This is an optimization exercise on Yosys and OpenROAD, whose aim is small area, not a production implementation.
Where RTL was checked, it was by simulation tests only, not by an equivalence proof against the original.
The RTL of runs 1 and 4 was laid out without a check of its function.
Power is estimated from default activity; no workload was simulated.

===== flow/run.sh =====
#!/bin/bash
# Layout flow: the standard ORFS flow (standard.sh) with three changes:
#  - synthesis maps the logic with an area-oriented ABC script (abc_area.script
#    beside this file, used through ABC_AREA=1 from config.mk); registers and
#    everything else in synthesis are as in the standard flow;
#  - each port gets a sky130_fd_sc_hd__buf_1 as its port buffer;
#  - the clock tree is built from small clock buffers, without dummy loads.
# The ORFS scripts are used from a copy in the work folder that differs only
# in abc_area.script. All tool output goes to standard.log in the work folder.
set -euo pipefail
here=$(pwd)
rm -rf "$here/orfs_scripts"
cp -r "$FLOW_HOME/scripts" "$here/orfs_scripts"
cp "$here/flow/abc_area.script" "$here/orfs_scripts/abc_area.script"
export SCRIPTS_DIR="$here/orfs_scripts"
export BUFFER_PORTS_ARGS="-buffer_cell sky130_fd_sc_hd__buf_1"
export CTS_ARGS="-sink_clustering_enable -repair_clock_nets -buf_list sky130_fd_sc_hd__clkbuf_4 -root_buf sky130_fd_sc_hd__clkbuf_8 -dont_use_dummy_load"
bash standard.sh > standard.log 2>&1

===== flow/abc_area.script =====
strash
dch -f
map -a
strash
dch -f
amap
topo

===== standard.sh =====
#!/bin/bash
# synth_recipe.tcl (not shown) runs the flow's synth.tcl, then flattens the netlist and writes it again
# the make line also repeats each setting of config.mk as NAME=value (left out here)
make -C /OpenROAD-flow-scripts/flow DESIGN_CONFIG=/design/flow/config.mk WORK_HOME=/design/flow/orfs CLKGATE_MAP_FILE= SYNTH_SCRIPT=/design/flow/synth_recipe.tcl "${@:-finish}"

===== config.mk =====
export PLATFORM = sky130hd
export DESIGN_NAME = top_UART
export DESIGN_NICKNAME = top_UART
export VERILOG_FILES = /design/flow/design.v
export SDC_FILE = /design/flow/constraint.sdc
export NUM_CORES = 4
export LEC_CHECK = 0
export ABC_AREA = 1
export CAP_MARGIN = 20
export CORE_MARGIN = 2
export CORE_UTILIZATION = 40
export SLEW_MARGIN = 20

===== constraint.sdc =====
create_clock -name core_clock -period 5.0 [get_ports {clk}]
set_input_delay 1.0000 -clock core_clock [delete_from_list [all_inputs] [get_ports {clk}]]
set_output_delay 1.0000 -clock core_clock [all_outputs]
set_load 0.01 [all_outputs]

===== design.v =====
`timescale 1ns / 1ps
module top_UART (
	input  clk,
	input  rst,
	input  [8-1:0] status,
	input  [8-1:0] ram_dout,
	input  rx,
	output tx,
	output reg ram_we,
	output reg [8-1:0] ram_din,
	output reg [16-1:0] ram_addr,
	output reg [8-1:0] command
);
localparam [2:0] R_IDLE = 3'd0, R_START = 3'd1, R_READ = 3'd2, R_STOP = 3'd3,
                 R_RECV = 3'd4, R_ERR = 3'd5, R_WAIT1 = 3'd6, R_WAIT2 = 3'd7;
reg [2:0] rs;        
reg [9:0] rc;        
reg [8:1] rsr;       
wire r_ev_half = rc == 10'b0110001110;    
wire r_ev_bit  = rc == 10'b1100011010;    
wire r_ev_bit1 = rc == 10'b1110001101;    
wire received = rs == R_RECV;
wire [7:0] rx_byte = rsr;
always @(posedge clk) begin
	if (rst)
		rs <= R_IDLE;
	else case (rs)
		R_IDLE:  if (!rx) rs <= R_START;
		R_START: if (r_ev_half) rs <= rx ? R_ERR : R_READ;
		R_READ:  if (r_ev_bit && rsr[1]) rs <= R_STOP;
		R_STOP:  if (r_ev_bit) rs <= rx ? R_RECV : R_ERR;
		R_RECV:  rs <= R_IDLE;
		R_ERR:   rs <= R_WAIT1;
		R_WAIT1: if (r_ev_bit) rs <= R_WAIT2;
		R_WAIT2: if (r_ev_bit1) rs <= R_IDLE;
	endcase
end
always @(posedge clk) begin
	if (rs == R_IDLE || rs == R_ERR || (rs == R_START && r_ev_half) ||
	    ((rs == R_READ || rs == R_STOP || rs == R_WAIT1) && r_ev_bit))
		rc <= 10'd0;
	else
		rc <= {rc[8:0], ~(rc[9] ^ rc[6])};
	if (rs == R_START)
		rsr <= 8'h80;
	else if (rs == R_READ && r_ev_bit)
		rsr <= {rx, rsr[8:2]};
end
localparam [3:0] T_IDLE = 4'd2, T_START = 4'd7;
reg [3:0] tp;
reg [9:0] tc;        
reg [7:0] tb;        
reg       t1;        
wire is_tx  = tp != T_IDLE;
wire t_ev   = tc == 10'b1100011010;       
assign tx = tp[3] ? tb[tp[2:0]] : tp != T_START;
always @(posedge clk) begin
	if (rst)
		tp <= T_IDLE;
	else if (!is_tx) begin
		if (t1) tp <= T_START;
	end else if (t_ev)
		tp <= tp + 1'b1;
	if (!is_tx || t_ev)
		tc <= 10'd0;
	else
		tc <= {tc[8:0], ~(tc[9] ^ tc[6])};
end
localparam [3:0] IDLE = 4'd2, CHK_HEAD = 4'd5, WR_COMMAND = 4'd1, SND_PKT = 4'd7,
                 SND_HEAD = 4'd0, TRANS = 4'd4, WR_MEMORY = 4'd3, RD_MEMORY = 4'd6,
                 CALC_LNA = 4'd8,    
                 SNT_LNA = 4'd12;    
localparam [1:0] H_C = 2'd0, H_S = 2'd1, H_W = 2'd3, H_R = 2'd2;
reg [3:0]  st;
reg [1:0]  hd;       
reg [31:0] la;       
wire [15:0] len  = la[31:16];
wire [15:0] addr = la[15:0];
wire        wr = st == WR_MEMORY;
wire        rd_go = st == RD_MEMORY && !is_tx && !t1;    
wire        addr_step;                                   
wire        addr_zero;                                   
wire        addr_load = st == CALC_LNA + 4'd3 && received;
reg  [15:0] diff, addr_inc;
reg         cy, c8, c8_r, zero_lo_r, zero_hi_r, wr_r;
integer     i;
always @(*) begin
	cy = wr_r;
	for (i = 0; i < 8; i = i + 1) begin
		diff[i] = ram_addr[i] ^ ~addr[i] ^ cy;
		cy = (ram_addr[i] & ~addr[i]) | (cy & (ram_addr[i] ^ ~addr[i]));
	end
	c8 = cy;
	cy = c8_r;
	for (i = 8; i < 16; i = i + 1) begin
		diff[i] = ram_addr[i] ^ ~addr[i] ^ cy;
		cy = (ram_addr[i] & ~addr[i]) | (cy & (ram_addr[i] ^ ~addr[i]));
	end
	cy = addr_step;
	for (i = 0; i < 16; i = i + 1) begin
		addr_inc[i] = ram_addr[i] ^ cy;
		cy = cy & ram_addr[i];
	end
end
always @(posedge clk) begin
	wr_r <= wr;
	c8_r <= c8;
	zero_lo_r <= diff[7:0] == len[7:0];
	zero_hi_r <= diff[15:8] == len[15:8];
end
wire len_max = &len;
wire last = (!wr || ram_we) ? zero_lo_r && zero_hi_r : len_max;
assign addr_step = (rd_go && !last) || (wr && ram_we);
assign addr_zero = st == IDLE || (rd_go && last);
always @(posedge clk) begin
	if (rst || addr_zero)
		ram_addr <= 16'h0000;
	else if (addr_load)
		ram_addr <= {la[7:0], rx_byte};
	else
		ram_addr <= addr_inc;
end
wire [7:0] head_byte = {3'b011, hd != H_C, 1'b0, hd == H_W, 1'b1, hd != H_R};
always @(posedge clk) begin
	if (rst) begin
		st <= IDLE;
		ram_we <= 1'b0;
		t1 <= 1'b0;
		ram_din <= 8'h00;
		command <= 8'h00;
	end else begin
		casez (st)
		IDLE: begin
			ram_we <= 1'b0;
			if (is_tx) t1 <= 1'b0;
			if (received && rx_byte == 8'h70) st <= CHK_HEAD;
		end
		CHK_HEAD: if (received) begin
			case (rx_byte)
			8'h63: begin hd <= H_C; st <= WR_COMMAND; end
			8'h73: begin hd <= H_S; st <= SND_PKT; end
			8'h77:  begin hd <= H_W; st <= CALC_LNA; end
			8'h72:  begin hd <= H_R; st <= CALC_LNA; end
			default:  st <= IDLE;
			endcase
		end
		WR_COMMAND: if (received) begin
			command <= rx_byte;
			st <= SND_PKT;
		end
		SND_PKT: begin
			if (is_tx) t1 <= 1'b0;
			else if (!t1) begin
				t1 <= 1'b1;
				tb <= 8'h70;
				st <= SND_HEAD;
			end
		end
		SND_HEAD: begin
			if (is_tx) t1 <= 1'b0;
			else if (!t1) begin
				t1 <= 1'b1;
				tb <= head_byte;
				st <= TRANS;
			end
		end
		TRANS: begin
			if (is_tx) t1 <= 1'b0;
			else if (hd[1]) begin
				st <= SNT_LNA;
				t1 <= 1'b0;
			end else if (!t1) begin
				tb <= hd[0] ? status : command;
				t1 <= 1'b1;
				st <= IDLE;
			end
		end
		4'b10??: if (received) begin     
			la <= {la[23:0], rx_byte};
			if (st[1:0] == 2'd3) begin
				st <= hd[0] ? WR_MEMORY : SND_PKT;
			end else
				st <= st + 1'b1;
		end
		4'b11??: begin                   
			if (is_tx) t1 <= 1'b0;
			else if (!t1) begin
				t1 <= 1'b1;
				tb <= la[31:24];
				la <= {la[23:0], la[31:24]};
				if (st[1:0] == 2'd3)
					st <= hd[0] ? IDLE : RD_MEMORY;
				else
					st <= st + 1'b1;
			end
		end
		RD_MEMORY: begin
			if (is_tx) t1 <= 1'b0;
			else if (!t1) begin
				if (!last) begin
					t1 <= 1'b1;
					tb <= ram_dout;
				end else begin
					st <= IDLE;
				end
			end
		end
		WR_MEMORY: begin
			if (!last) begin
				if (received) begin
					ram_din <= rx_byte;
					ram_we <= 1'b1;
				end else
					ram_we <= 1'b0;
			end else begin
				ram_we <= 1'b0;
				ram_din <= 8'h00;
				st <= SND_PKT;
			end
		end
		endcase
	end
end
endmodule

==> metrics.md, run 1 <==
| Metric | Value |
|---|---|
| CP peak stage delay | `0.56 ns` |
| Clock share of power | `18.7%` |
| Share of layout cells above drive strength 1 | `9.83%` |
| Critical Path Fanout Max | `2` |
| Core region area | `13200 um^2` |
| Pins Over Slew Limit | `0` |
| Routed Antenna Nets | `0` |
| Routed wire per std cell | `17.0 um` |
| Seq pwr share | `48.6%` |
| Final #Nets | `714` |
| Worst slew pin tran | `1.08 ns` |
| Clock transition at the registers of the reported paths | `0.09 ns` |
| Setup WS pre-CTS | `-0.00776 ns` |
| Crit path max-delay cell type | `or4_4` |
| Mapped cell area | `5410 um^2` |
| Synthesized net count | `617` |
| Net Sw Frac | `36.5%` |
| Die width | `120 um` |
| IO Count | `53` |
| Leakage | `2.12 nW` |
| First-pass DRT Iterations | `5` |
| DR vias | `4604` |
| Critical path buffers and inverters | `1` |
| Max Cap Violations | `0` |
| PortBufs | `52` |
| GRT Overall Usage | `20.6%` |
| Synth area leaders | `dfxtp_1 28%, edfxtp_1 23%, nor2_1 6.2%, clkinv_1 6.0%, fa_1 5.6%` |
| Worst slew margin | `27.3%` |
| Synth top cells by count | `90 x nor2_1, 86 x clkinv_1, 77 x dfxtp_1, 42 x edfxtp_1, 35 x a21oi_1` |
| Outcome | `finished clean` |
| Count leader, synth | `nor2_1` |
| Yosys Warn Count | `1` |
| Setup-failing EPs final | `0` |
| Hpwl dp | `10900 um` |
| Largest net degree at the start of global routing | `33` |
| Row cnt | `42` |
| Final WS setup | `0.248 ns` |
| Fmax | `0.210 GHz` |
| Combinational share of power | `32.7%` |
| TritonCTS clock tree | `yes` |
| CTS Root Cell | `clkbuf_8` |
| Max clock buf depth | `2` |
| Ant. Diodes | `0` |
| Crit start category | `flip-flop` |
| PD cells | `398 nW/um^2` |
| Vias in the first global route | `4320` |
| Clock Latency Late Sink | `0.42 ns` |
| CP Data Arrival Time | `5.04 ns` |
| Int Pwr | `1.58 mW` |
| DRT Wirelength | `14200 um` |
| 1st-iter DRT viols | `423` |
| Gpl congestion | `0.942` |
| Top cell type by total area after synthesis | `dfxtp_1` |
| Max VDD drop | `161 uV` |
| Syn Area/Cell | `9.56 um^2` |
| Antenna violations before repair | `0` |
| Combined area of the multi-input logic cells | `2370 um^2` |
| # DRC | `0` |
| Register Area | `2800 um^2` |
| Setup CP Type | `flip-flop to flip-flop` |
| Post-synthesis register bit count | `119` |
| Setup TNS | `0 ns` |
| Die ar. | `14500 um^2` |
| CP required | `5.29 ns` |
| Async S/R FF share, synth | `0%` |
| CP Capture Type | `flip-flop` |
| Via/cell ratio | `5.50` |
| Final Critical Period | `4.75 ns` |
| Total power | `2.49 mW` |
| Net switching power | `0.907 mW` |
| H-Tree Level Count | `4` |
| Post-synth EDFFs | `42` |
| Top cell type's share of synthesized area | `28.5%` |
| Top FF cell, synth | `dfxtp_1` |
| P&R area growth vs syn | `15.4%` |
| Fill count | `1309` |
| Final worst-path cycle share | `95.0%` |
| Min-Delay Path Class | `flip-flop to flip-flop` |
| Post-synth cell types | `35` |
| Clock Sinks | `119` |
| Sequential fraction of the synthesis area | `51.8%` |
| Worst path most repeated cell | `ha_2` |
| CTS Hold Bufs | `0` |
| Initial Util | `40.8%` |
| CP delay by family, top | `adder cells` |
| Mapped Cells | `566` |
| Number of buffers created by CTS | `17` |
| Clock skew | `0.0306 ns` |
| Final Core Density | `47.1%` |
| Die H | `120 um` |
| First-pass GRT wire length | `22600 um` |
| Final Hold Viols | `0` |
| Overflow after GRT | `0` |
-- cells in the final DEF, fill, tap and decap left out, types with 10 or more instances in the layout --
cell	synthesis	layout
nor2_1	90	87
clkinv_1	86	82
dfxtp_1	77	77
buf_1	0	52
edfxtp_1	42	42
a21oi_1	35	35
o21ai_0	33	32
nand2_1	31	31
buf_4	0	26
o22ai_1	25	25
a22oi_1	18	18
clkbuf_4	0	16
fa_1	15	15
nor3_1	14	12
o221ai_1	11	11
nor4_1	11	10
-- registers in the layout, summed over array words and instances (netlist names), 2 cells and up --
register  cells
tp            4
la           32
rc           10
ram_addr     16
ram_din       8
rsr           8
tb            8
command       8
st            4
hd            2
tc           10
rs            3
-- through the flow --
stage | instances | hold WS [ns] | instance area [um^2]
after floorplan | 566 | 0.403 | 5420
after global placement | 819 | 0.411 | 6040
after detailed placement | 819 | 0.415 | 6040
after CTS | 836 | 0.427 | 6170
after global routing | 837 | 0.451 | 6240
final | 837 | 0.418 | 6240
-- cell families (layout without fill, tap and decap cells) --
group,Yosys count,after routing,share of synthesized area [%]
flops,119,119,51.8
compound gates,161,161,19.3
fa+ha+maj,32,32,9.48
simple gates,168,168,13.4
buf+inv,86,181,5.97
-- cell type report --
class | count | area share (%)
tap | 176 | 3.53
timing repair buffer | 78 | 6.25
sequential | 119 | 44.9
inverter | 86 | 5.17
multi-input combinational | 361 | 38.0
clock buffer | 17 | 2.14
-- worst paths after layout --
path / from / cells past startpoint / end / slack, ns
hold reg to reg: tc[3] / 2 / tc[4] / 0.42
hold / removal: tc[3] / 2 / tc[4] / 0.42
setup reg to reg: la[26] / 26 / ram_addr[15] / 0.25
setup / recovery: la[26] / 26 / ram_addr[15] / 0.25
-- tightest hold or removal path: stages, from the launching register on --
cell and delay [ns]:
dfxtp_1 0.30, clkinv_1 0.05, nor2_1 0.04
-- layer usage --
layer	vias up	global-route usage, %	routed length, um	part of all wire, %
li1	2247	-	-	-
met3	22	5.14	859	6.0
met2	161	29.8	6130	43
met1	2174	29.9	6970	49
met4	0	7.49	234	1.6
met5	-	0	0	0
-- repair_timing --
| item | CTS | global route |
|---|---|---|
| gates resized for setup | 1 | 21 |
| endpoints found under the setup margin | 2 | 3 |
| pin swaps | 0 | 6 |
| buffers inserted | 0 | 1 |
-- power by group through the flow --
stage          Sequential, mW  Clock [mW]  Combinational, mW
2_1_floorplan            1.21           0              0.542
3_3_place_gp             1.22           0              0.779
3_5_place_dp             1.23           0              0.793
4_1_cts                  1.21       0.479              0.796
5_1_grt                  1.22       0.521              0.907
6_report                 1.21       0.464              0.813
==> run 2, diff against run 1 <==
--- a/design.v
+++ b/design.v
@@ -96,9 +96,9 @@
 		diff[i] = ram_addr[i] ^ ~addr[i] ^ cy;
 		cy = (ram_addr[i] & ~addr[i]) | (cy & (ram_addr[i] ^ ~addr[i]));
 	end
-	cy = addr_step;
+	cy = 1'b1;       
 	for (i = 0; i < 16; i = i + 1) begin
-		addr_inc[i] = ram_addr[i] ^ cy;
+		addr_inc[i] = ram_addr[i] ^ (addr_step & cy);
 		cy = cy & ram_addr[i];
 	end
 end
--- a/config.mk
+++ b/config.mk
@@ -9,4 +9,5 @@
 export CAP_MARGIN = 20
 export CORE_MARGIN = 2
 export CORE_UTILIZATION = 40
+export GPL_TIMING_DRIVEN = 0
 export SLEW_MARGIN = 20
==> metrics.md, run 2 <==
| Metric | Value |
|---|---|
| Crit start category | `flip-flop` |
| Share of layout cells above drive strength 1 | `4.20%` |
| Post-CTS setup buffer count | `0` |
| CP peak stage delay | `0.47 ns` |
| Yosys Warn Count | `1` |
| Max VDD drop | `248 uV` |
| Row cnt | `42` |
| Die H | `120 um` |
| Most frequent cells in the layout | `97 x nor2_1, 88 x clkinv_1, 77 x dfxtp_1` |
| Commonest non-fill, non-tap cell in the layout | `nor2_1` |
| Post-synthesis register bit count | `119` |
| Mapped cell area | `5430 um^2` |
| Synthesized net count | `629` |
| Routed Antenna Nets | `0` |
| PD cells | `376 nW/um^2` |
| Outcome | `finished clean` |
| Hpwl dp | `10700 um` |
| Largest net degree at the start of global routing | `20` |
| Leakage | `1.93 nW` |
| Final Core Density | `45.6%` |
| TritonCTS clock tree | `yes` |
| Crit path max-delay cell type | `dfxtp_1` |
| Top cell type by total area after synthesis | `dfxtp_1` |
| Die width | `120 um` |
| Initial Util | `41.0%` |
| Non-filler cells, final | `842` |
| Total power | `2.27 mW` |
| Crit-path cells | `clkinv_1, nor2_1, clkinv_1, or3_1, a32oi_1, clkinv_1, o21ai_1, clkinv_1, nor3_1, clkinv_1, nor3_1, nand3_1, nor2_1, and2_0, nor2_1, a21oi_1, o221a_1` |
| Clock transition at the registers of the reported paths | `0.09 ns` |
| Pins Over Slew Limit | `0` |
| Count leader, synth | `nor2_1` |
| Sequential fraction of the synthesis area | `51.6%` |
| Final Hold Viols | `0` |
| Max reg flops | `32` |
| DR vias | `4602` |
| Fill count | `1336` |
| IO Count | `53` |
| # DRC | `0` |
| DRT Wirelength | `14000 um` |
| Unrepaired setup endpoints after global routing | `false` |
| PortBufs | `52` |
| Mapped Cells | `592` |
| Antenna violations before repair | `0` |
| CP required | `5.34 ns` |
| Overflow after GRT | `0` |
| Die ar. | `14500 um^2` |
| CP Data Arrival Time | `4.86 ns` |
| GRT Overall Usage | `20.2%` |
| Top cell type's share of synthesized area | `28.4%` |
| Worst slew pin tran | `1.06 ns` |
| Setup-failing EPs final | `0` |
| P&R area growth vs syn | `11.3%` |
| Async S/R FF share, synth | `0%` |
| Via/cell ratio | `5.47` |
| Core region area | `13200 um^2` |
| Worst slew margin | `27.6%` |
| Max Cap Violations | `0` |
| Final instance area | `6040 um^2` |
| Final Critical Period | `4.52 ns` |
| First-pass DRT Iterations | `5` |
| Final WS setup | `0.483 ns` |
| Gpl congestion | `0.895` |
| Inst Count DP | `825` |
| Final #Nets | `705` |
| Placed cell area | `5900 um^2` |
| CP Capture Type | `flip-flop` |
| Min-Delay Path Class | `flip-flop to flip-flop` |
| 1st-iter DRT viols | `384` |
| Fmax | `0.221 GHz` |
| Top FF cell, synth | `dfxtp_1` |
| Synth top cells by count | `98 x nor2_1, 88 x clkinv_1, 77 x dfxtp_1, 50 x a21oi_1, 42 x edfxtp_1` |
| Post-synth EDFFs | `42` |
| Vias in the first global route | `4340` |
| Critical Path Fanout Max | `7` |
| Clock Latency Late Sink | `0.41 ns` |
| Setup CP Type | `flip-flop to flip-flop` |
| H-Tree Level Count | `4` |
| Post-synth cell types | `37` |
| Syn Area/Cell | `9.17 um^2` |
| First-pass GRT wire length | `22500 um` |
| Most flops, register | `la` |
| Clock Sinks | `119` |
| Worst path most repeated cell | `clkinv_1` |
| Clock skew | `0.0287 ns` |
| Ant. Diodes | `0` |
| Largest regs | `la: 32 flops, ram_addr: 16 flops` |
| Number of buffers created by CTS | `17` |
| Final worst-path cycle share | `90.3%` |
| Synth area leaders | `dfxtp_1 28%, edfxtp_1 23%, nor2_1 6.8%, clkinv_1 6.1%, fa_1 5.5%` |
| Routed wire per std cell | `16.6 um` |
| CTS Root Cell | `clkbuf_8` |
| Max clock buf depth | `2` |
| Setup WS pre-CTS | `0.468 ns` |
==> run 2: cell types whose count changed in the layout (fill, tap and decap cells not counted), sizes merged, moves of 3 or more <==
cell,change
inv,-4
o221a,+5
buf,-21
nand3,+6
ha,-14
nand2,+4
o21ai,+7
clkinv,+6
o221ai,-3
nor3,+6
nor2,+8
o22ai,-10
a21oi,+15
==> run 2: critical path: cells and delay by family, from the launching register on <==
family / cells / cell delay, ns
AND/OR/NAND/NOR: 8 / 2.00
buffers and inverters: 5 / 1.03
AO/OA/AOI/OAI: 4 / 0.95
flip-flops: 1 / 0.47
==> run 2: cells by family after synthesis <==
| logic type | synth area share (%) |
|---|---|
| simple gates | 15.4 |
| compound gates | 20.5 |
| flops | 51.6 |
| buf+inv | 6.09 |
| fa+ha+maj | 6.23 |
| xor+xnor | 0.161 |
==> run 2: metrics by stage <==
step                hold WS [ns]  TNS [ns]
floorplan                  0.403         0
global placement           0.410     -9.87
detailed placement         0.417         0
CTS                        0.401         0
global route               0.425         0
finish                     0.401         0
==> run 2: repair_timing <==
item | 4_1_cts | 5_1_grt
hold buffers | 0 | 0
setup endpoints to repair | 0 | 1
resized for setup | 0 | 1
hold endpoints to repair | 0 | 0
==> run 2: final cells by class <==
| type | instances | area, um^2 | area share [%] |
|---|---|---|---|
| Clock buffer | 17 | 134 | 2.22 |
| Timing Repair Buffer | 57 | 230 | 3.81 |
| Inverter | 88 | 330 | 5.47 |
| Tap cell | 176 | 220 | 3.65 |
| Sequential cell | 119 | 2800 | 46.4 |
| Multi-Input combinational cell | 385 | 2320 | 38.5 |
==> run 2: worst paths after layout <==
check | from | endpoint | slack [ns] | depth (start not counted)
max | st[0] | ram_addr[15] | 0.48 | 17
min | tc[5] | tc[6] | 0.40 | 2
max reg2reg | st[0] | ram_addr[15] | 0.48 | 17
min reg2reg | tc[5] | tc[6] | 0.40 | 2
==> run 2: metal layers <==
metal / vias to the layer above / global-route usage (%) / routed length (um)
li1: 2302 / - / -
met1: 2141 / 26.9 / 6400
met2: 143 / 32.0 / 6450
met3: 16 / 6.18 / 981
met4: 0 / 5.31 / 155
met5: - / 0 / 0
==> run 2: power breakdown <==
group          switching, mW  internal (mW)
combinational          0.438          0.209
sequential            0.0732           1.10
clock                  0.282          0.166
total                  0.793           1.48
==> run 3, diff against run 2 <==
--- a/config.mk
+++ b/config.mk
@@ -9,5 +9,4 @@
 export CAP_MARGIN = 20
 export CORE_MARGIN = 2
 export CORE_UTILIZATION = 40
-export GPL_TIMING_DRIVEN = 0
 export SLEW_MARGIN = 20
==> metrics.md, run 3 <==
| Metric | Value |
|---|---|
| Combinational share of power | `28.5%` |
| Synth area leaders | `dfxtp_1 28%, edfxtp_1 23%, nor2_1 6.8%, clkinv_1 6.1%, fa_1 5.5%` |
| CTS Hold Bufs | `0` |
| Die ar. | `14500 um^2` |
| Largest net degree at the start of global routing | `33` |
| Crit-path cells | `clkinv_1, nor2_1, clkinv_1, or3_1, a32oi_1, clkinv_1, o21ai_0, clkinv_1, nor3_1, clkinv_1, nor3_1, nand3_1, nor2_1, and2_0, nor2_1, a21oi_1, o221a_1` |
| Min-Delay Path Class | `flip-flop to flip-flop` |
| Final #Nets | `705` |
| Post-synth cell types | `37` |
| Antenna violations before repair | `0` |
| Synth top cells by count | `98 x nor2_1, 88 x clkinv_1, 77 x dfxtp_1, 50 x a21oi_1, 42 x edfxtp_1` |
| Unrepaired setup endpoints after global routing | `false` |
| GRT Overall Usage | `21.2%` |
| Pins Over Slew Limit | `0` |
| Final Hold Viols | `0` |
| Routed Antenna Nets | `0` |
| Hold Path Depth | `2` |
| PortBufs | `52` |
| H-Tree Level Count | `4` |
| Top FF cell, synth | `dfxtp_1` |
| Core region area | `13200 um^2` |
| Row cnt | `42` |
| Fill count | `1306` |
| Setup CP Type | `flip-flop to flip-flop` |
| Ant. Diodes | `0` |
| Max Cap Violations | `0` |
| Gpl congestion | `0.889` |
| Net switching power | `0.814 mW` |
| R2R depth | `17` |
| Synthesized net count | `629` |
| Vias in the first global route | `4351` |
| Setup-failing EPs final | `0` |
| Setup TNS | `0 ns` |
| Hold slack | `0.420 ns` |
| Number of buffers created by CTS | `17` |
| Final WS setup | `0.672 ns` |
| Clock skew | `0.0437 ns` |
| Die H | `120 um` |
| Clock Latency Late Sink | `0.43 ns` |
| Register Area | `2800 um^2` |
| Fmax | `0.231 GHz` |
| CP Data Arrival Time | `4.68 ns` |
| Top cell type's share of synthesized area | `28.4%` |
| Crit path max-delay cell type | `dfxtp_1` |
| Max reg flops | `32` |
| Leakage | `1.95 nW` |
| PostCTS Resize Cnt | `0` |
| Post-synth EDFFs | `42` |
| Clock transition at the registers of the reported paths | `0.10 ns` |
| Share of layout cells above drive strength 1 | `3.90%` |
| DR vias | `4656` |
| Hpwl dp | `10900 um` |
| Combined area of the multi-input logic cells | `2320 um^2` |
| Final Critical Period | `4.33 ns` |
| Most frequent cells in the layout | `98 x nor2_1, 88 x clkinv_1, 77 x dfxtp_1` |
| Crit start category | `flip-flop` |
| # DRC | `0` |
| Setup WS pre-CTS | `0.785 ns` |
| Max VDD drop | `247 uV` |
| Max clock buf depth | `2` |
| Initial Util | `41.0%` |
| Post-synthesis register bit count | `119` |
| P&R area growth vs syn | `11.4%` |
| CP required | `5.35 ns` |
| Worst path most repeated cell | `clkinv_1` |
| Routed wire per std cell | `17.3 um` |
| Net Sw Frac | `35.5%` |
| First-pass GRT wire length | `23400 um` |
| Async S/R FF share, synth | `0%` |
| First-pass DRT Iterations | `5` |
| Die width | `120 um` |
| Outcome | `finished clean` |
| Inst Count DP | `825` |
| Post-CTS setup buffer count | `0` |
| TritonCTS clock tree | `yes` |
| Mapped Cells | `592` |
| Mapped cell area | `5430 um^2` |
| CP Capture Type | `flip-flop` |
| IO Count | `53` |
| Overflow after GRT | `0` |
| Clock Sinks | `119` |
| Largest regs | `la: 32 flops, ram_addr: 16 flops` |
| 1st-iter DRT viols | `485` |
| Non-filler cells, final | `842` |
| Clock share of power | `20.2%` |
| CTS Root Cell | `clkbuf_8` |
| Via/cell ratio | `5.53` |
| Worst slew margin | `30.3%` |
| Worst slew pin tran | `1.02 ns` |
| Int Pwr | `1.48 mW` |
| Final worst-path cycle share | `86.6%` |
| Count leader, synth | `nor2_1` |
| Syn Area/Cell | `9.17 um^2` |
| Top cell type by total area after synthesis | `dfxtp_1` |
| Sequential fraction of the synthesis area | `51.6%` |
| Most flops, register | `la` |
| Critical Path Fanout Max | `7` |
| CP peak stage delay | `0.41 ns` |
| PD cells | `379 nW/um^2` |
| Seq pwr share | `51.3%` |
| DRT Wirelength | `14500 um` |
| Yosys Warn Count | `1` |
| Commonest non-fill, non-tap cell in the layout | `nor2_1` |
| Total power | `2.29 mW` |
==> run 3: cell counts after synthesis <==
No cell type changed its count.
==> run 3: cell type report <==
type                    count  area share (%)
flip-flops and latches    119            46.4
multi-input cells         385            38.4
inverters                  88            5.47
repair buffers             57            3.85
well taps                 176            3.64
clock buffers              17            2.22
==> run 3: worst max-delay path, delay by kind of cell, from the launching register on <==
kind	cells	cell delay (ns)
simple gates	8	1.94
buf+inv	5	0.97
compound gates	4	0.92
flops	1	0.41
==> run 3: per-layer routing <==
metal  global-route usage (%)  vias to the layer above  share of wire [%]
li1                         -                     2287                  -
met1                     29.2                     2205                 46
met2                     32.2                      147                 46
met3                     6.08                       17                6.1
met4                     7.05                        0                1.4
met5                        0                        -                  0
==> run 3: path summary, 6_finish.rpt <==
check             startpoint      endpoint  slack (ns)
setup / recovery       st[1]  ram_addr[15]        0.67
hold reg to reg        tc[5]         tc[6]        0.42
setup reg to reg       st[1]  ram_addr[15]        0.67
hold / removal         tc[5]         tc[6]        0.42
==> run 3: cell families (layout without fill, tap and decap cells) <==
logic type | after synthesis | in the layout | synth area share, %
simple gates | 193 | 193 | 15.4
xor+xnor | 1 | 1 | 0.161
buf+inv | 88 | 162 | 6.09
compound gates | 173 | 173 | 20.5
flops | 119 | 119 | 51.6
fa+ha+maj | 18 | 18 | 6.23
==> run 3: per-stage QoR <==
| stage | utilization, % | cell area (um^2) |
|---|---|---|
| after floorplan | - | 5430 |
| after global placement | 44.5 | 5900 |
| after detailed placement | 44.6 | 5900 |
| after CTS | 45.6 | 6030 |
| after global routing | 45.6 | 6040 |
| final | 45.6 | 6040 |
==> run 3: power by group through the flow <==
stage	Sequential (mW)	Clock (mW)	Combinational, mW
after floorplan	1.18	0	0.479
after global placement	1.19	0	0.627
after detailed placement	1.20	0	0.639
after CTS	1.17	0.485	0.644
after global routing	1.19	0.520	0.730
final	1.18	0.463	0.653
==> run 4, diff against run 3 <==
--- a/design.v
+++ b/design.v
@@ -18,7 +18,7 @@
 reg [8:1] rsr;       
 wire r_ev_half = rc == 10'b0110001110;    
 wire r_ev_bit  = rc == 10'b1100011010;    
-wire r_ev_bit1 = rc == 10'b1110001101;    
+wire r_ev      = rs == R_START ? r_ev_half : r_ev_bit;
 wire received = rs == R_RECV;
 wire [7:0] rx_byte = rsr;
 always @(posedge clk) begin
@@ -32,12 +32,11 @@
 		R_RECV:  rs <= R_IDLE;
 		R_ERR:   rs <= R_WAIT1;
 		R_WAIT1: if (r_ev_bit) rs <= R_WAIT2;
-		R_WAIT2: if (r_ev_bit1) rs <= R_IDLE;
+		R_WAIT2: if (r_ev_bit) rs <= R_IDLE;
 	endcase
 end
 always @(posedge clk) begin
-	if (rs == R_IDLE || rs == R_ERR || (rs == R_START && r_ev_half) ||
-	    ((rs == R_READ || rs == R_STOP || rs == R_WAIT1) && r_ev_bit))
+	if (rs == R_IDLE || r_ev)
 		rc <= 10'd0;
 	else
 		rc <= {rc[8:0], ~(rc[9] ^ rc[6])};
==> metrics.md, run 4 <==
| Metric | Value |
|---|---|
| PostCTS Resize Cnt | `0` |
| Mapped cell area | `5410 um^2` |
| Unrepaired setup endpoints after global routing | `false` |
| DRT Wirelength | `14300 um` |
| Die H | `120 um` |
| Clock Sinks | `119` |
| Top cell type's share of synthesized area | `28.5%` |
| Gpl congestion | `0.871` |
| Flop-to-flop setup slack | `0.37 ns` |
| CP Capture Type | `flip-flop` |
| Worst slew pin tran | `0.987 ns` |
| Sequential fraction of the synthesis area | `51.8%` |
| Synth top cells by count | `91 x nor2_1, 89 x clkinv_1, 77 x dfxtp_1, 43 x a21oi_1, 42 x edfxtp_1` |
| First-pass GRT wire length | `23300 um` |
| CTS Hold Bufs | `0` |
| GRT Overall Usage | `20.9%` |
| Share of layout cells above drive strength 1 | `4.01%` |
| Async S/R FF share, synth | `0%` |
| Vias in the first global route | `4385` |
| Most frequent cells in the layout | `91 x nor2_1, 89 x clkinv_1, 77 x dfxtp_1` |
| Routed Antenna Nets | `0` |
| PD cells | `378 nW/um^2` |
| Top cell type by total area after synthesis | `dfxtp_1` |
| Final Hold Viols | `0` |
| Die ar. | `14500 um^2` |
| Number of buffers created by CTS | `17` |
| Max clock buf depth | `2` |
| CTS Root Cell | `clkbuf_8` |
| Overflow after GRT | `0` |
| TritonCTS clock tree | `yes` |
| DR vias | `4609` |
| Final Critical Period | `4.63 ns` |
| Pins Over Slew Limit | `0` |
| Worst r2r src | `ram_addr[0]` |
| Clock Latency Late Sink | `0.43 ns` |
| H-Tree Level Count | `4` |
| Post-CTS setup buffer count | `0` |
| Worst Setup EP | `zero_lo_r` |
| Clock transition at the registers of the reported paths | `0.11 ns` |
| Crit start category | `flip-flop` |
| Post-synthesis register bit count | `119` |
| Min-Delay Path Class | `flip-flop to flip-flop` |
| Final Core Density | `45.4%` |
| Count leader, synth | `nor2_1` |
| Final worst-path cycle share | `92.7%` |
| Setup CP Type | `flip-flop to flip-flop` |
| Ant. Diodes | `0` |
| Clock skew | `0.0412 ns` |
| Core region area | `13200 um^2` |
| Worst slew margin | `33.5%` |
| Syn Area/Cell | `9.40 um^2` |
| Largest regs | `la: 32 flops, ram_addr: 16 flops` |
| Synthesized net count | `612` |
| Largest net degree at the start of global routing | `33` |
| Post-synth EDFFs | `42` |
| CP Data Arrival Time | `4.95 ns` |
| Post-synth cell types | `40` |
| Hpwl dp | `10600 um` |
| Row cnt | `42` |
| # DRC | `0` |
| IO Count | `53` |
| Terminus of the critical flop-to-flop path | `zero_lo_r` |
| Mapped Cells | `575` |
| Crit. Startpoint | `ram_addr[0]` |
| Max Cap Violations | `0` |
| Fill count | `1322` |
| Hold Path Depth | `2` |
| Outcome | `finished clean` |
| Hold slack | `0.425 ns` |
| Critical Path Fanout Max | `4` |
| 1st-iter DRT viols | `416` |
| Setup-failing EPs final | `0` |
| Yosys Warn Count | `1` |
| Fmax | `0.216 GHz` |
| Die width | `120 um` |
| R2R depth | `14` |
| PortBufs | `52` |
| Commonest non-fill, non-tap cell in the layout | `nor2_1` |
| Top FF cell, synth | `dfxtp_1` |
| Initial Util | `40.8%` |
| Routed wire per std cell | `17.3 um` |
| Setup TNS | `0 ns` |
| Max reg flops | `32` |
| Synth area leaders | `dfxtp_1 29%, edfxtp_1 23%, nor2_1 6.3%, clkinv_1 6.2%, fa_1 5.6%` |
| Antenna violations before repair | `0` |
| CP required | `5.32 ns` |
| Leakage | `1.96 nW` |
| Most flops, register | `la` |
| Max VDD drop | `245 uV` |
| First-pass DRT Iterations | `7` |
| Via/cell ratio | `5.59` |
| P&R area growth vs syn | `11.2%` |
| Final #Nets | `688` |
[run 4: worst min path at each step]
stage                 end  slack (ns)  startpoint
floorplan           tc[6]        0.40       tc[5]
global placement    tc[8]        0.41       tc[7]
detailed placement  tc[8]        0.42       tc[7]
CTS                 rc[5]        0.43       rc[4]
global route        rc[5]        0.45       rc[4]
finish              rc[5]        0.42       rc[4]
[run 4: area by class of cell]
| type | instances | area, um^2 | area share, % |
|---|---|---|---|
| clock buffer | 17 | 134 | 2.23 |
| sequential | 119 | 2800 | 46.6 |
| timing repair buffer | 57 | 233 | 3.87 |
| inverter | 89 | 334 | 5.55 |
| tap | 176 | 220 | 3.66 |
| multi-input combinational | 367 | 2290 | 38.1 |
[run 4: cell families (layout without fill, tap and decap cells)]
group	Yosys count	after routing	share of synthesized area, %
AOI/OAI and AO/OA	163	163	20.2
DFF	119	119	51.8
adders and majority gates	18	18	6.25
and+or+nand+nor	183	183	15.1
buffers and inverters	89	163	6.18
xor gates and xnor gates	3	3	0.486
[run 4: per-stage QoR]
stage                     total power [mW]  instance area, um^2  worst slack (ns)  cells
after CTS                             2.28                 6000             0.407    825
after detailed placement              1.81                 5870             0.448    808
after global routing                  2.43                 6010             0.242    825
after floorplan                       1.65                 5410             0.585    575
after global placement                1.80                 5870             0.554    808
final                                 2.27                 6010             0.367    825
[run 4: layer usage]
metal / track usage (%) / vias up / routed length (um)
met5: 0 / - / 0
met4: 7.05 / 0 / 215
met3: 5.33 / 17 / 948
met2: 31.1 / 147 / 6420
met1: 29.9 / 2211 / 6720
li1: - / 2234 / -
[run 4: critical path, cell delays in order, from the launching register on]
cell,delay (ns)
dfxtp_1,0.42
clkinv_1,0.14
fa_1,0.45
fa_1,0.39
fa_1,0.39
fa_1,0.39
fa_1,0.40
fa_1,0.39
fa_1,0.37
clkinv_1,0.06
fa_1,0.40
clkinv_1,0.07
o22ai_1,0.07
or4_1,0.40
nor4_1,0.18
[run 4: power by group]
part	switching [mW]	internal (mW)	total (mW)
Combinational	0.421	0.205	0.626
Sequential	0.0727	1.10	1.18
Clock	0.307	0.166	0.473
==> run 5, diff against run 4 <==
--- a/design.v
+++ b/design.v
@@ -56,10 +56,10 @@
 always @(posedge clk) begin
 	if (rst)
 		tp <= T_IDLE;
-	else if (!is_tx) begin
-		if (t1) tp <= T_START;
-	end else if (t_ev)
-		tp <= tp + 1'b1;
+	else if (!is_tx && t1)
+		tp <= T_START;
+	else
+		tp <= tp + (is_tx && t_ev);
 	if (!is_tx || t_ev)
 		tc <= 10'd0;
 	else
==> metrics.md, run 5 <==
| Metric | Value |
|---|---|
| Outcome | `finished clean` |
| Synth area leaders | `dfxtp_1 29%, edfxtp_1 24%, nor2_1 6.4%, clkinv_1 5.7%, fa_1 5.6%` |
| Hpwl dp | `10600 um` |
| CP peak stage delay | `0.45 ns` |
| Largest regs | `la: 32 flops, ram_addr: 16 flops` |
| Post-synthesis register bit count | `119` |
| Sequential fraction of the synthesis area | `52.3%` |
| Setup CP Type | `flip-flop to flip-flop` |
| Worst r2r src | `st[3]` |
| Fmax | `0.225 GHz` |
| Final WS setup | `0.551 ns` |
| Inst Count DP | `796` |
| WHS Endpoint | `tc[6]` |
| Terminus of the critical flop-to-flop path | `ram_addr[15]` |
| Setup WS pre-CTS | `0.717 ns` |
| Worst path most repeated cell | `nor2_1` |
| Seq pwr share | `52.8%` |
| Top FF cell, synth | `dfxtp_1` |
| Mapped Cells | `561` |
| Net switching power | `0.714 mW` |
| Ant. Diodes | `0` |
| WL met1 | `6220 um` |
| H-Tree Level Count | `4` |
| Int Pwr | `1.44 mW` |
| Die H | `120 um` |
| Synth top cells by count | `92 x nor2_1, 81 x clkinv_1, 77 x dfxtp_1, 42 x edfxtp_1, 36 x a21oi_1` |
| First-pass DRT Iterations | `5` |
| DR WL met2 | `6700 um` |
| Gpl congestion | `0.952` |
| Max VDD drop | `232 uV` |
| Unrepaired setup endpoints after global routing | `false` |
| Most frequent cells in the layout | `92 x nor2_1, 81 x clkinv_1, 77 x dfxtp_1` |
| TritonCTS clock tree | `yes` |
| Routed Antenna Nets | `0` |
| Final Core Density | `45.4%` |
| Via/cell ratio | `5.58` |
| CTS Root Cell | `clkbuf_8` |
| Pins Over Slew Limit | `0` |
| Crit path max-delay cell type | `nor2_1` |
| Final Critical Period | `4.45 ns` |
| R2R depth | `20` |
| CP required | `5.31 ns` |
| Non-filler cells, final | `813` |
| Max Used Layer | `met4` |
| Net Sw Frac | `33.2%` |
| Routed wire per std cell | `17.1 um` |
| Placed cell area | `5830 um^2` |
| Worst slew pin tran | `0.990 ns` |
| Post-synth EDFFs | `42` |
| Top cell type by total area after synthesis | `dfxtp_1` |
| Antenna violations before repair | `0` |
| Max Cap Violations | `0` |
| Max reg flops | `32` |
| CP Data Arrival Time | `4.76 ns` |
| Count leader, synth | `nor2_1` |
| Number of buffers created by CTS | `17` |
| Share of layout cells above drive strength 1 | `4.08%` |
| Flop-to-flop setup slack | `0.55 ns` |
| Overflow after GRT | `0` |
| 1st-iter DRT viols | `322` |
| P&R area growth vs syn | `11.4%` |
| Clock transition at the registers of the reported paths | `0.09 ns` |
| GRT Overall Usage | `20.6%` |
| Commonest non-fill, non-tap cell in the layout | `nor2_1` |
| Final Hold Viols | `0` |
| First-pass GRT wire length | `22700 um` |
| Yosys Warn Count | `1` |
| Setup-failing EPs final | `0` |
| Final instance area | `5970 um^2` |
| Clock share of power | `21.8%` |
| Final worst-path cycle share | `89.0%` |
| Core region area | `13100 um^2` |
| Leakage | `1.94 nW` |
| Worst slew margin | `33.5%` |
| Post-synth cell types | `40` |
| Hold Path Depth | `2` |
| Crit-path cells | `clkinv_1, nand2_1, nor2_1, clkinv_1, nor2_1, clkinv_1, nor2_1, a22oi_1, nor3b_1, nand2_1, nor2_1, clkinv_1, nor2_1, clkinv_1, nor2_1, and3_1, nand2_1, nand2_1, o21ai_0, o221a_1` |
| Max clock buf depth | `2` |
| DR vias | `4533` |
| Die width | `120 um` |
| PostCTS Resize Cnt | `0` |
| Final #Nets | `676` |
| Post-CTS setup buffer count | `0` |
| WL met3 | `776 um` |
| Syn Area/Cell | `9.55 um^2` |
| Clock Latency Late Sink | `0.42 ns` |
| Vias in the first global route | `4361` |
| Combinational share of power | `25.3%` |
| Synthesized net count | `598` |
| Initial Util | `40.8%` |
| CP Capture Type | `flip-flop` |
| Critical Path Fanout Max | `8` |
| Async S/R FF share, synth | `0%` |
| Top cell type's share of synthesized area | `28.8%` |
| PD cells | `360 nW/um^2` |
| Row cnt | `42` |
| Clock skew | `0.0320 ns` |
| Most flops, register | `la` |
| IO Count | `53` |
| Mapped cell area | `5360 um^2` |
| # DRC | `0` |
| DRT Wirelength | `13900 um` |
| Min-delay src | `tc[5]` |
| Largest net degree at the start of global routing | `33` |
| Die ar. | `14300 um^2` |
| CTS Hold Bufs | `0` |
| Clock Sinks | `119` |
| PortBufs | `52` |
| Crit start category | `flip-flop` |
| Setup TNS | `0 ns` |
| Min-Delay Path Class | `flip-flop to flip-flop` |
run 5: cell types whose count changed after synthesis, sizes merged, moves of 4 or more:
cell	change
nand3	-10
clkinv	-8
a21oi	-7
and3	+6
nand2	+6
a221oi	-5
nor3	-4
run 5: worst max-delay path, delay by kind of cell (launching register included):
| family | cells | cell delay [ns] |
|---|---|---|
| simple gates | 12 | 2.74 |
| compound gates | 3 | 0.46 |
| buf+inv | 5 | 0.78 |
| flops | 1 | 0.38 |
run 5: worst max path at each step:
stage | start | end | slack, ns | cells past startpoint
finish | st[3] | ram_addr[15] | 0.55 | 20
global route | st[3] | ram_addr[15] | 0.12 | 20
CTS | st[3] | ram_addr[15] | 0.70 | 20
detailed placement | st[3] | ram_addr[15] | 0.72 | 20
global placement | ram_addr[0] | zero_lo_r | 0.85 | 13
floorplan | ram_addr[0] | zero_lo_r | 0.90 | 13
run 5: kinds of logic after synthesis:
kind of cell,after synthesis,share of synthesized area [%]
simple gates,181,15.0
fa+ha+maj,18,6.31
compound gates,162,20.6
flops,119,52.3
buf+inv,81,5.68
run 5: cell type report:
class                      instances  area, um^2
inverter                          81         304
sequential                       119        2800
tap                              176         220
fill                            1315        7170
timing repair buffer              59         248
multi-input combinational        361        2260
clock buffer                      17         134
run 5: per-stage QoR:
| step | total power [mW] | hold WS, ns |
|---|---|---|
| 2_1_floorplan | 1.55 | 0.403 |
| 3_3_place_gp | 1.69 | 0.412 |
| 3_5_place_dp | 1.69 | 0.414 |
| 4_1_cts | 2.16 | 0.425 |
| 5_1_grt | 2.29 | 0.442 |
| 6_report | 2.15 | 0.422 |
run 5: metal layers:
metal  up-vias  GRT usage (%)
met5         -              0
met4         0           6.76
met3        14           4.37
met2       142           33.8
met1      2180           27.4
li1       2197              -
run 5: power groups by stage:
stage               clock [mW]  combinational, mW  sequential (mW)
finish                   0.469              0.545             1.14
global route             0.523              0.618             1.15
CTS                      0.485              0.537             1.14
detailed placement           0              0.536             1.16
global placement             0              0.534             1.16
floorplan                    0              0.403             1.15
==> run 6, diff against run 5 <==
--- a/flow/run.sh
+++ b/flow/run.sh
@@ -14,5 +14,5 @@
 cp "$here/flow/abc_area.script" "$here/orfs_scripts/abc_area.script"
 export SCRIPTS_DIR="$here/orfs_scripts"
 export BUFFER_PORTS_ARGS="-buffer_cell sky130_fd_sc_hd__buf_1"
-export CTS_ARGS="-sink_clustering_enable -repair_clock_nets -buf_list sky130_fd_sc_hd__clkbuf_4 -root_buf sky130_fd_sc_hd__clkbuf_8 -dont_use_dummy_load"
+export CTS_ARGS="-sink_clustering_enable -repair_clock_nets -buf_list sky130_fd_sc_hd__clkbuf_4 -root_buf sky130_fd_sc_hd__clkbuf_8 -dont_use_dummy_load -sink_clustering_size 12"
 bash standard.sh > standard.log 2>&1
==> metrics.md, run 6 <==
| Metric | Value |
|---|---|
| Commonest non-fill, non-tap cell in the layout | `nor2_1` |
| Largest regs | `la: 32 flops, ram_addr: 16 flops` |
| PortBufs | `52` |
| Vias in the first global route | `4361` |
| CP required | `5.31 ns` |
| Die ar. | `14300 um^2` |
| Worst slew margin | `33.5%` |
| Sequential fraction of the synthesis area | `52.3%` |
| # DRC | `0` |
| Final Critical Period | `4.45 ns` |
| Top cell type by total area after synthesis | `dfxtp_1` |
| Count leader, synth | `nor2_1` |
| Outcome | `finished clean` |
| P&R area growth vs syn | `11.4%` |
| Worst slew pin tran | `0.990 ns` |
| Synthesized net count | `598` |
| Share of layout cells above drive strength 1 | `4.08%` |
| Async S/R FF share, synth | `0%` |
| R2R depth | `20` |
| Max reg flops | `32` |
| CTS Root Cell | `clkbuf_8` |
| CP Capture Type | `flip-flop` |
| Worst r2r src | `st[3]` |
| Max Cap Violations | `0` |
| Overflow after GRT | `0` |
| Clock Sinks | `119` |
| DRT Wirelength | `13900 um` |
| Core region area | `13100 um^2` |
| PostCTS Resize Cnt | `0` |
| Worst Setup EP | `ram_addr[15]` |
| First-pass DRT Iterations | `5` |
| Row cnt | `42` |
| Min-Delay Path Class | `flip-flop to flip-flop` |
| Setup-failing EPs final | `0` |
| Synth area leaders | `dfxtp_1 29%, edfxtp_1 24%, nor2_1 6.4%, clkinv_1 5.7%, fa_1 5.6%` |
| CP peak stage delay | `0.45 ns` |
| Die width | `120 um` |
| Int Pwr | `1.44 mW` |
| Total power | `2.15 mW` |
| Setup TNS | `0 ns` |
| Final #Nets | `676` |
| CP Data Arrival Time | `4.76 ns` |
| Number of buffers created by CTS | `17` |
| 1st-iter DRT viols | `322` |
| Top cell type's share of synthesized area | `28.8%` |
| Synth top cells by count | `92 x nor2_1, 81 x clkinv_1, 77 x dfxtp_1, 42 x edfxtp_1, 36 x a21oi_1` |
| Antenna violations before repair | `0` |
| Worst path depth | `20` |
| Final WS setup | `0.551 ns` |
| Largest net degree at the start of global routing | `33` |
| Fmax | `0.225 GHz` |
| DR vias | `4533` |
| GRT Overall Usage | `20.6%` |
| Mapped Cells | `561` |
| H-Tree Level Count | `4` |
| Setup WS pre-CTS | `0.717 ns` |
| CTS Hold Bufs | `0` |
| Most flops, register | `la` |
| Clock share of power | `21.8%` |
| TritonCTS clock tree | `yes` |
| CP delay by family, top | `simple AND/OR/NAND/NOR gates` |
| Leakage | `1.94 nW` |
| Post-synthesis register bit count | `119` |
| Worst path most repeated cell | `nor2_1` |
| Post-synth EDFFs | `42` |
| IO Count | `53` |
| Routed Antenna Nets | `0` |
| Inst Count DP | `796` |
| Die H | `120 um` |
| Final Hold Viols | `0` |
| Hpwl dp | `10600 um` |
| Unrepaired setup endpoints after global routing | `false` |
| Gpl congestion | `0.952` |
| Flop-to-flop setup slack | `0.55 ns` |
| First-pass GRT wire length | `22700 um` |
| Routed wire per std cell | `17.1 um` |
| Clock skew | `0.0320 ns` |
| Net Sw Frac | `33.2%` |
| Yosys Warn Count | `1` |
| Post-CTS setup buffer count | `0` |
| Max clock buf depth | `2` |
| Ant. Diodes | `0` |
| Net switching power | `0.714 mW` |
| Seq pwr share | `52.8%` |
| Max VDD drop | `232 uV` |
| Critical path buffers and inverters | `5` |
| PD cells | `360 nW/um^2` |
| Top FF cell, synth | `dfxtp_1` |
| Crit-path cells | `clkinv_1, nand2_1, nor2_1, clkinv_1, nor2_1, clkinv_1, nor2_1, a22oi_1, nor3b_1, nand2_1, nor2_1, clkinv_1, nor2_1, clkinv_1, nor2_1, and3_1, nand2_1, nand2_1, o21ai_0, o221a_1` |
| Pins Over Slew Limit | `0` |
| Crit start category | `flip-flop` |
| Most frequent cells in the layout | `92 x nor2_1, 81 x clkinv_1, 77 x dfxtp_1` |
| Final worst-path cycle share | `89.0%` |
| Terminus of the critical flop-to-flop path | `ram_addr[15]` |
| Clock Latency Late Sink | `0.42 ns` |
| Setup CP Type | `flip-flop to flip-flop` |
| Critical Path Fanout Max | `8` |
| Via/cell ratio | `5.58` |
| Combinational share of power | `25.3%` |
| Non-filler cells, final | `813` |
| Mapped cell area | `5360 um^2` |
| Crit path max-delay cell type | `nor2_1` |
| Crit. Startpoint | `st[3]` |
| Initial Util | `40.8%` |
| Syn Area/Cell | `9.55 um^2` |
| Post-synth cell types | `40` |
| Clock transition at the registers of the reported paths | `0.09 ns` |
run 6: cell counts after synthesis:
No cell type changed its count.
run 6: logic make-up after synthesis:
group	count (synthesis)	share of synthesized area [%]
adder cells (fa/ha/maj)	18	6.31
AND/OR/NAND/NOR	181	15.0
buffers and inverters	81	5.68
flip-flops	119	52.3
AO/OA/AOI/OAI	162	20.6
run 6: worst min path at each step:
stage | from | to | depth (start not counted)
4_1_cts | tc[5] | tc[6] | 2
5_1_grt | tc[7] | tc[8] | 2
2_1_floorplan | tc[0] | tc[1] | 2
3_3_place_gp | rc[0] | rc[1] | 2
6_report | tc[5] | tc[6] | 2
3_5_place_dp | tc[5] | tc[6] | 2
run 6: through the flow:
stage	cell area, um^2	util, %	hold slack [ns]
final	5970	45.4	0.422
after floorplan	5360	-	0.403
after detailed placement	5830	44.4	0.414
after global placement	5830	44.4	0.412
after CTS	5970	45.4	0.425
after global routing	5970	45.4	0.442
run 6: metal layers:
| layer | GRT usage, % | routed length, um |
|---|---|---|
| met2 | 33.8 | 6700 |
| met1 | 27.4 | 6220 |
| met3 | 4.37 | 776 |
| met5 | 0 | 0 |
| met4 | 6.76 | 178 |
run 6: area by class of cell:
class | count | area [um^2]
clock buffers | 17 | 134
fillers | 1315 | 7170
inverters | 81 | 304
multi-input cells | 361 | 2260
flip-flops and latches | 119 | 2800
well taps | 176 | 220
repair buffers | 59 | 248
run 6: power by group through the flow:
| stage | registers (mW) | clock network, mW | logic [mW] |
|---|---|---|---|
| final | 1.14 | 0.469 | 0.545 |
| after global routing | 1.15 | 0.523 | 0.618 |
| after CTS | 1.14 | 0.485 | 0.537 |
| after detailed placement | 1.16 | 0 | 0.536 |
| after global placement | 1.16 | 0 | 0.534 |
| after floorplan | 1.15 | 0 | 0.403 |
run 6: worst reg2reg max path, stage by stage, from the launching register on:
cell      delay, ns
dfxtp_1        0.38
clkinv_1       0.11
nand2_1        0.10
nor2_1         0.39
clkinv_1       0.21
nor2_1         0.45
clkinv_1       0.26
nor2_1         0.25
a22oi_1        0.19
nor3b_1        0.43
nand2_1        0.16
nor2_1         0.16
clkinv_1       0.10
nor2_1         0.18
clkinv_1       0.11
nor2_1         0.19
and3_1         0.25
nand2_1        0.11
nand2_1        0.08
o21ai_0        0.07
o221a_1        0.20
==> run 7, diff against run 6 <==
--- a/design.v
+++ b/design.v
@@ -119,18 +119,18 @@
 	else
 		ram_addr <= addr_inc;
 end
+always @(posedge clk)
+	ram_we <= !rst && wr && !last && received;
 wire [7:0] head_byte = {3'b011, hd != H_C, 1'b0, hd == H_W, 1'b1, hd != H_R};
 always @(posedge clk) begin
 	if (rst) begin
 		st <= IDLE;
-		ram_we <= 1'b0;
 		t1 <= 1'b0;
 		ram_din <= 8'h00;
 		command <= 8'h00;
 	end else begin
 		casez (st)
 		IDLE: begin
-			ram_we <= 1'b0;
 			if (is_tx) t1 <= 1'b0;
 			if (received && rx_byte == 8'h70) st <= CHK_HEAD;
 		end
@@ -206,13 +206,8 @@
 		end
 		WR_MEMORY: begin
 			if (!last) begin
-				if (received) begin
-					ram_din <= rx_byte;
-					ram_we <= 1'b1;
-				end else
-					ram_we <= 1'b0;
+				if (received) ram_din <= rx_byte;
 			end else begin
-				ram_we <= 1'b0;
 				ram_din <= 8'h00;
 				st <= SND_PKT;
 			end
--- a/flow/run.sh
+++ b/flow/run.sh
@@ -14,5 +14,5 @@
 cp "$here/flow/abc_area.script" "$here/orfs_scripts/abc_area.script"
 export SCRIPTS_DIR="$here/orfs_scripts"
 export BUFFER_PORTS_ARGS="-buffer_cell sky130_fd_sc_hd__buf_1"
-export CTS_ARGS="-sink_clustering_enable -repair_clock_nets -buf_list sky130_fd_sc_hd__clkbuf_4 -root_buf sky130_fd_sc_hd__clkbuf_8 -dont_use_dummy_load -sink_clustering_size 12"
+export CTS_ARGS="-sink_clustering_enable -repair_clock_nets -buf_list sky130_fd_sc_hd__clkbuf_4 -root_buf sky130_fd_sc_hd__clkbuf_8 -dont_use_dummy_load"
 bash standard.sh > standard.log 2>&1
--- a/config.mk
+++ b/config.mk
@@ -8,5 +8,5 @@
 export ABC_AREA = 1
 export CAP_MARGIN = 20
 export CORE_MARGIN = 2
-export CORE_UTILIZATION = 40
+export CORE_UTILIZATION = 50
 export SLEW_MARGIN = 20
==> metrics.md, run 7 <==
| Metric | Value |
|---|---|
| Top cell type by total area after synthesis | `dfxtp_1` |
| First-pass DRT Iterations | `8` |
| Antenna violations before repair | `0` |
| Final Hold Viols | `0` |
| Max Cap Violations | `0` |
| CTS Root Cell | `clkbuf_8` |
| Worst slew margin | `51.4%` |
| Setup-failing EPs final | `0` |
| Crit-path cells | `clkinv_1, fa_1, fa_1, fa_1, fa_1, fa_1, fa_1, fa_1, clkinv_1, fa_1, nor2_1, a21oi_1, or4_1, nor4_1` |
| Crit path max-delay cell type | `fa_1` |
| Most flops, register | `la` |
| Synth area leaders | `dfxtp_1 29%, edfxtp_1 24%, clkinv_1 6.1%, fa_1 5.6%, nor2_1 5.4%` |
| Min-Delay Path Class | `flip-flop to flip-flop` |
| 1st-iter DRT viols | `452` |
| Final Critical Period | `4.60 ns` |
| Inst Count DP | `749` |
| Post-synth cell types | `39` |
| Gpl congestion | `0.964` |
| Vias in the first global route | `4248` |
| Leakage | `1.91 nW` |
| DRT Wirelength | `13700 um` |
| Die ar. | `11500 um^2` |
| Non-filler cells, final | `766` |
| Via/cell ratio | `5.94` |
| Post-CTS setup buffer count | `0` |
| Ant. Diodes | `0` |
| Syn Area/Cell | `9.60 um^2` |
| Max clock buf depth | `2` |
| Number of buffers created by CTS | `17` |
| Hpwl dp | `10100 um` |
| PostCTS Resize Cnt | `0` |
| Crit start category | `flip-flop` |
| Synthesized net count | `592` |
| Fmax | `0.217 GHz` |
| Clock Sinks | `119` |
| PortBufs | `52` |
| Largest net degree at the start of global routing | `33` |
| Max reg flops | `32` |
| Clock transition at the registers of the reported paths | `0.10 ns` |
| CTS Hold Bufs | `0` |
| P&R area growth vs syn | `10.8%` |
| Die width | `107 um` |
| Setup TNS | `0 ns` |
| Top FF cell, synth | `dfxtp_1` |
| TritonCTS clock tree | `yes` |
| Final #Nets | `669` |
| Total power | `2.16 mW` |
| Setup CP Type | `flip-flop to flip-flop` |
| Outcome | `finished clean` |
| CP Data Arrival Time | `4.90 ns` |
| Core region area | `10300 um^2` |
| Routed wire per std cell | `17.8 um` |
| Critical Path Fanout Max | `5` |
| Mapped cell area | `5330 um^2` |
| Top cell type's share of synthesized area | `28.9%` |
| Largest regs | `la: 32 flops, ram_addr: 16 flops` |
| Sequential fraction of the synthesis area | `52.6%` |
| GRT Overall Usage | `25.2%` |
| Worst slew pin tran | `0.725 ns` |
| Count leader, synth | `clkinv_1` |
| Unrepaired setup endpoints after global routing | `false` |
| Most frequent cells in the layout | `87 x clkinv_1, 77 x nor2_1, 77 x dfxtp_1` |
| Die H | `107 um` |
| Share of layout cells above drive strength 1 | `4.29%` |
| Async S/R FF share, synth | `0%` |
| Overflow after GRT | `0` |
| H-Tree Level Count | `4` |
| Row cnt | `37` |
| IO Count | `53` |
| CP peak stage delay | `0.45 ns` |
| DR vias | `4551` |
| Clock skew | `0.0284 ns` |
| Final WS setup | `0.397 ns` |
| Max VDD drop | `250 uV` |
| First-pass GRT wire length | `21700 um` |
| Setup WS pre-CTS | `0.454 ns` |
| # DRC | `0` |
| Synth top cells by count | `87 x clkinv_1, 77 x dfxtp_1, 77 x nor2_1, 42 x a21oi_1, 42 x edfxtp_1` |
| CP required | `5.30 ns` |
| Final worst-path cycle share | `92.1%` |
| Yosys Warn Count | `1` |
| Routed Antenna Nets | `0` |
| Fill count | `974` |
| Pins Over Slew Limit | `0` |
| Worst path most repeated cell | `fa_1` |
| Initial Util | `51.6%` |
| Commonest non-fill, non-tap cell in the layout | `clkinv_1` |
| CP Capture Type | `flip-flop` |
| Post-synth EDFFs | `42` |
| Mapped Cells | `555` |
| Post-synthesis register bit count | `119` |
| PD cells | `367 nW/um^2` |
| Clock Latency Late Sink | `0.41 ns` |
-- run 7: cell count changes after synthesis, moves of 6 or more --
cell / change
a21oi_1: +6
a221oi_1: +6
a22oi_1: -10
clkinv_1: +6
nor2_1: -15
nor4_1: +8
o32ai_1: +7
-- run 7: where the power goes --
group	internal [mW]	switching [mW]
registers	1.09	0.0597
clock network	0.166	0.296
logic	0.180	0.373
total	1.43	0.729
-- run 7: area by class of cell --
class / count / area, um^2 / share of cell area, %
multi-input cells: 349 / 2230 / 37.8
well taps: 136 / 170 / 2.88
repair buffers: 58 / 240 / 4.07
clock buffers: 17 / 134 / 2.27
flip-flops and latches: 119 / 2800 / 47.5
inverters: 87 / 327 / 5.53
-- run 7: logic make-up after synthesis --
kind of cell             Yosys count  share of synthesized area (%)
AND/OR/NAND/NOR                  169                           14.4
AO/OA/AOI/OAI                    162                           20.6
flip-flops                       119                           52.6
buffers and inverters             87                           6.13
adder cells (fa/ha/maj)           18                           6.34
-- run 7: metrics by stage --
step / hold slack [ns] / util (%) / instance area [um^2]
floorplan: 0.404 / - / 5330
global placement: 0.408 / 55.8 / 5760
detailed placement: 0.420 / 55.8 / 5760
CTS: 0.407 / 57.0 / 5890
global route: 0.431 / 57.2 / 5900
finish: 0.413 / 57.2 / 5900
-- run 7: per-layer routing --
metal	share of wire [%]	track usage, %	routed length (um)	vias to the layer above
li1	-	-	-	2187
met1	46	35.0	6340	2168
met2	45	38.7	6200	177
met3	7.1	6.63	966	19
met4	1.2	7.61	163	0
met5	0	0	0	-
-- run 7: worst paths after layout --
path                            depth (start not counted)  slack, ns         to         from
worst max-delay path                                   14       0.40  zero_lo_r  ram_addr[0]
worst min-delay path                                    2       0.41      tc[5]        tc[4]
worst max register to register                         14       0.40  zero_lo_r  ram_addr[0]
worst min register to register                          2       0.41      tc[5]        tc[4]
-- run 7: worst max-delay path, delay by kind of cell (launching register included) --
family,cells,cell delay [ns]
buffers and inverters,2,0.18
DFF,1,0.42
and+or+nand+nor,3,0.66
adders and majority gates,8,3.20
AOI/OAI and AO/OA,1,0.04
==> run 8, diff against run 7 <==
--- a/config.mk
+++ b/config.mk
@@ -8,5 +8,5 @@
 export ABC_AREA = 1
 export CAP_MARGIN = 20
 export CORE_MARGIN = 2
-export CORE_UTILIZATION = 50
+export CORE_UTILIZATION = 40
 export SLEW_MARGIN = 20
==> metrics.md, run 8 <==
| Metric | Value |
|---|---|
| Antenna violations before repair | `0` |
| DR vias | `4547` |
| Outcome | `finished clean` |
| Setup-failing EPs final | `0` |
| Setup CP Type | `flip-flop to flip-flop` |
| Combined area of the multi-input logic cells | `2220 um^2` |
| Overflow after GRT | `0` |
| Top cell type's share of synthesized area | `28.9%` |
| Post-synthesis register bit count | `119` |
| IO Count | `53` |
| Register Area | `2800 um^2` |
| Final worst-path cycle share | `93.4%` |
| Inst Count DP | `789` |
| Most flops, register | `la` |
| Core region area | `13100 um^2` |
| Max Used Layer | `met4` |
| Clock transition at the registers of the reported paths | `0.10 ns` |
| Max VDD drop | `174 uV` |
| Via/cell ratio | `5.64` |
| Synthesized net count | `592` |
| CP required | `5.31 ns` |
| Synth top cells by count | `87 x clkinv_1, 77 x dfxtp_1, 77 x nor2_1, 42 x a21oi_1, 42 x edfxtp_1` |
| GRT Overall Usage | `20.9%` |
| PD cells | `362 nW/um^2` |
| Non-filler cells, final | `806` |
| Min-Delay Path Class | `flip-flop to flip-flop` |
| Clock skew | `0.0282 ns` |
| Die ar. | `14300 um^2` |
| Ant. Diodes | `0` |
| DR WL met2 | `6420 um` |
| Worst slew margin | `31.5%` |
| Max clock buf depth | `2` |
| Clock Sinks | `119` |
| Crit start category | `flip-flop` |
| Number of buffers created by CTS | `17` |
| Count leader, synth | `clkinv_1` |
| Fmax | `0.214 GHz` |
| DRT Wirelength | `14200 um` |
| PostCTS Resize Cnt | `0` |
| Gpl congestion | `0.930` |
| Worst slew pin tran | `1.02 ns` |
| Initial Util | `40.6%` |
| Most frequent cells in the layout | `87 x clkinv_1, 77 x nor2_1, 77 x dfxtp_1` |
| Share of layout cells above drive strength 1 | `4.29%` |
| Max reg flops | `32` |
| Row cnt | `42` |
| Hpwl dp | `10600 um` |
| Commonest non-fill, non-tap cell in the layout | `clkinv_1` |
| Top FF cell, synth | `dfxtp_1` |
| Syn Area/Cell | `9.60 um^2` |
| Post-synth EDFFs | `42` |
| Leakage | `1.91 nW` |
| H-Tree Level Count | `4` |
| Die width | `119 um` |
| First-pass GRT wire length | `22800 um` |
| WL met3 | `1040 um` |
| Largest net degree at the start of global routing | `33` |
| CTS Hold Bufs | `0` |
| Die H | `119 um` |
| Vias in the first global route | `4319` |
| Mapped Cells | `555` |
| Post-synth cell types | `39` |
| Routed Antenna Nets | `0` |
| PortBufs | `52` |
| Final #Nets | `669` |
| CP Data Arrival Time | `4.98 ns` |
| Unrepaired setup endpoints after global routing | `false` |
| Setup TNS | `0 ns` |
| TritonCTS clock tree | `yes` |
| Top cell type by total area after synthesis | `dfxtp_1` |
| Clock Latency Late Sink | `0.42 ns` |
| Max Cap Violations | `0` |
| 1st-iter DRT viols | `381` |
| Sequential fraction of the synthesis area | `52.6%` |
| Final Hold Viols | `0` |
| Yosys Warn Count | `1` |
| Routed wire per std cell | `17.7 um` |
| Fill count | `1324` |
| Critical Path Fanout Max | `5` |
| WL met1 | `6480 um` |
| # DRC | `0` |
| First-pass DRT Iterations | `5` |
| Synth area leaders | `dfxtp_1 29%, edfxtp_1 24%, clkinv_1 6.1%, fa_1 5.6%, nor2_1 5.4%` |
| Async S/R FF share, synth | `0%` |
| CP Capture Type | `flip-flop` |
| Pins Over Slew Limit | `0` |
| Largest regs | `la: 32 flops, ram_addr: 16 flops` |
| P&R area growth vs syn | `11.6%` |
| Final Critical Period | `4.67 ns` |
| Post-CTS setup buffer count | `0` |
| CTS Root Cell | `clkbuf_8` |
| Mapped cell area | `5330 um^2` |
[run 8: cell families after synthesis]
group                      Yosys count  synth area share (%)
adders and majority gates           18                  6.34
buffers and inverters               87                  6.13
AOI/OAI and AO/OA                  162                  20.6
DFF                                119                  52.6
and+or+nand+nor                    169                  14.4
[run 8: routing by layer]
layer,vias up,GRT usage [%]
li1,2188,-
met1,2173,28.3
met2,165,32.1
met3,21,5.80
met4,0,7.94
met5,-,0
[run 8: final cells by class]
class,count,area share [%]
flip-flops and latches,119,47.1
multi-input cells,349,37.4
inverters,87,5.49
repair buffers,58,4.04
well taps,176,3.70
clock buffers,17,2.25
[run 8: final timing paths]
check	from	end	slack [ns]	depth (start not counted)
max	ram_addr[0]	zero_lo_r	0.33	14
min	tc[4]	tc[5]	0.43	2
max reg2reg	ram_addr[0]	zero_lo_r	0.33	14
min reg2reg	tc[4]	tc[5]	0.43	2
[run 8: stage by stage]
step / hold slack (ns) / utilization [%] / instance area (um^2) / setup WS [ns] / total power [mW]
2_1_floorplan: 0.404 / - / 5330 / 0.562 / 1.55
3_3_place_gp: 0.413 / 44.2 / 5810 / 0.520 / 1.69
3_5_place_dp: 0.414 / 44.2 / 5810 / 0.352 / 1.70
4_1_cts: 0.427 / 45.2 / 5940 / 0.315 / 2.16
5_1_grt: 0.447 / 45.2 / 5940 / 0.129 / 2.29
6_report: 0.425 / 45.2 / 5940 / 0.331 / 2.15
[run 8: power breakdown]
| group | internal, mW | switching [mW] |
|---|---|---|
| Clock | 0.166 | 0.298 |
| Combinational | 0.175 | 0.367 |
| Sequential | 1.09 | 0.0596 |
| Total | 1.43 | 0.725 |
[run 8: critical path, cell delays in order (launching register included)]
cell and delay [ns]:
dfxtp_1 0.44, clkinv_1 0.13, fa_1 0.44, fa_1 0.39
fa_1 0.39, fa_1 0.39, fa_1 0.38, fa_1 0.40
fa_1 0.38, clkinv_1 0.06, fa_1 0.42, nor2_1 0.10
a21oi_1 0.05, or4_1 0.40, nor4_1 0.21

Check on run 8: ideal ports give 0.331 ns setup slack; a clkbuf_16 on the clock port and buf_2 on the inputs give 0.331 ns; moving port delays by the midpoint clock arrival (0.444 ns) as well gives 0.331 ns.
